What follows belongs to an exercise in optimizing a design on an open flow for small area and a short achievable clock period; a production flow would make more cautious choices.
RTL that was checked went through simulation tests only; none was proved equivalent to the original.
The clock port is modelled as an ideal driver, which makes a skipped or thinned clock tree look cheaper than it is; a real chip needs a root buffer or a tree.
Power and IR drop assume default switching activity.

## JK
==> flow/design.v <==
module fifo #(
  parameter DATA_WIDTH = 32,
  parameter DEPTH      = 16
) (
  input  logic                  clk,
  input  logic                  rst_n,
  input  logic                  wr_en,
  input  logic [DATA_WIDTH-1:0] wr_data,
  input  logic                  rd_en,
  output logic [DATA_WIDTH-1:0] rd_data,
  output logic                  full,
  output logic                  empty
);
  localparam RD = DEPTH - 1;             
  logic [DATA_WIDTH-1:0] head;
  logic [DATA_WIDTH-1:0] mem [RD];
  logic [RD-1:0]         wsel, src;
  logic [DEPTH-1:0]      lvl;
  logic nempty, ram_ne, is_full;
  logic [DATA_WIDTH-1:0] head_d;
  logic [DEPTH-1:0]      lvl_n;
  logic [RD-1:0]         wsel_n, src_n;
  assign nempty  = lvl[0];
  assign ram_ne  = lvl[1];
  assign is_full = lvl[DEPTH-1];
  always_ff @(posedge clk) begin
    for (int i = 0; i < RD; i++)
      if (wr_en && wsel[i]) mem[i] <= wr_data;
  end
  always_comb begin
    head_d = wr_data & {DATA_WIDTH{!ram_ne}};
    for (int i = 0; i < RD; i++)
      head_d = head_d | (mem[i] & {DATA_WIDTH{src[i]}});
  end
  logic hold;
  assign hold = nempty && !rd_en;
  always_ff @(posedge clk)
    head <= (head & {DATA_WIDTH{hold}}) | (head_d & {DATA_WIDTH{!hold}});
  logic [DEPTH-1:0] lvl_up, lvl_dn;
  logic [RD-1:0]    wsel_adv, src_rot;
  assign lvl_up   = {lvl[DEPTH-2:0], 1'b1};
  assign lvl_dn   = {1'b0, lvl[DEPTH-1:1]};
  assign wsel_adv = {wsel[RD-2:0], wsel[RD-1]};
  assign src_rot  = {src[RD-2:0], src[RD-1]};
  always_comb begin
    case ({wr_en, rd_en})
      2'b10: begin    
        lvl_n  = is_full ? lvl : lvl_up;
        wsel_n = (!is_full && nempty) ? (lvl[DEPTH-2] ? '0 : wsel_adv) : wsel;
        src_n  = ram_ne ? src : (nempty ? wsel : '0);
      end
      2'b01: begin    
        lvl_n  = nempty ? lvl_dn : lvl;
        wsel_n = is_full ? src : wsel;
        src_n  = (ram_ne && lvl[2]) ? src_rot : '0;
      end
      2'b11: begin    
        lvl_n  = !nempty ? lvl_up : (is_full ? lvl_dn : lvl);
        wsel_n = is_full ? src : (ram_ne ? wsel_adv : wsel);
        src_n  = ram_ne ? src_rot : '0;
      end
      default: begin  
        lvl_n  = lvl;
        wsel_n = wsel;
        src_n  = src;
      end
    endcase
  end
  always_ff @(posedge clk or negedge rst_n) begin
    if (!rst_n) begin
      wsel <= {{(RD-1){1'b0}}, 1'b1};
      src  <= '0;
      lvl  <= '0;
    end else begin
      wsel <= wsel_n;
      src  <= src_n;
      lvl  <= lvl_n;
    end
  end
  assign rd_data = head;
  assign full    = is_full;
  assign empty   = !nempty;
endmodule
Settings: LEC_CHECK=0, CAP_MARGIN=20, CORE_MARGIN=2, CORE_UTILIZATION=65, PLACE_DENSITY=0.75, SETUP_SLACK_MARGIN=2.4, SLEW_MARGIN=20; clock period 4.2 ns.
standard.sh (not shown) runs the stock make flow with config.mk's settings and CLKGATE_MAP_FILE= SYNTH_SCRIPT=/design/flow/synth_recipe.tcl, a recipe that flattens the netlist after the stock synthesis.
==> flow/flow/run.sh <==
#!/bin/bash
# Standard layout, except that the clock tree CTS builds is replaced (in the
# POST_CTS hook) by a balanced two-level tree: four root buffers fed by the
# clock port, each feeding leaf buffers that drive ~28 registers each.
set -euo pipefail
export POST_CTS_TCL="$PWD/flow/mycts.tcl"
export MYCTS_CLK=clk
bash standard.sh > standard_flow.log 2>&1 || { tail -50 standard_flow.log; exit 1; }
tail -5 standard_flow.log
Other scripts of this flow, unchanged in this note and not shown: flow/flow/mycts.tcl
Edits applied to the flow inputs when going from JK to MS:
--- a/flow/design.v
+++ b/flow/design.v
@@ -33,8 +33,8 @@
       head_d = head_d | (mem[i] & {DATA_WIDTH{src[i]}});
   end
-  logic hold;
-  assign hold = nempty && !rd_en;
-  always_ff @(posedge clk)
-    head <= (head & {DATA_WIDTH{hold}}) | (head_d & {DATA_WIDTH{!hold}});
+  always_ff @(posedge clk) begin
+    if (rd_en || !nempty)
+      head <= head_d;
+  end
   logic [DEPTH-1:0] lvl_up, lvl_dn;
   logic [RD-1:0]    wsel_adv, src_rot;
==> run summary <==
Compared with JK, in MS clock group share of total power saw a decrease; final clock period utilization by the worst path climbed 1.0 points; final area went up. The combinational cell fraction of total power of MS exceeds that of JK by 11 points. Between MS and JK, the proportion of synthesized area in mux cells figures differ only marginally. Taking JK as the reference, in MS total routing usage reported by global routing increased by 0.62 points relative to the old numbers, wire length of the first global-routing pass increased by about 3.5% relative to the old numbers, total power after layout increased by 32% relative to the old numbers, die area increased by about 0.9% relative to the old numbers. Comparing JK with MS, the sequential cell area came out essentially unchanged. MS against JK: maximum single-stage delay on the critical path fell 180 ps, total wire length rose 2900 um.
Function not checked in MS: the RTL went through the layout flow alone. In every run of this note, the design's own scripts or RTL, not TritonCTS, make the clock network.

==> port drivers added, routing unchanged <==
No port has a modelled driver above. Below, the same layouts with a new extraction and two added sets of constraints.
Step 1: set_driving_cell puts a clkbuf_16 on clk and a buf_2 on each other input, an assumption about the parent block.
Step 2 times the ports against the registers' clock, not the clock port: input delays grow and output delays shrink by t, the midpoint of the rising clock arrivals with the driver on.
a / b / c = no drivers / after step 1 / after step 2; a / b = the first two.
run	t (ns)	slack for setup (ns)	worst register clock-pin slew, ns
JK	0.454	2.398 / 2.297 / 2.047	0.12 / 0.12
MS	0.455	2.355 / 2.275 / 2.028	0.11 / 0.11
After both steps every run listed still meets setup and hold. The setup slack of JK, which loses most, moves by -0.101 ns with the drivers and by -0.351 ns with both steps.
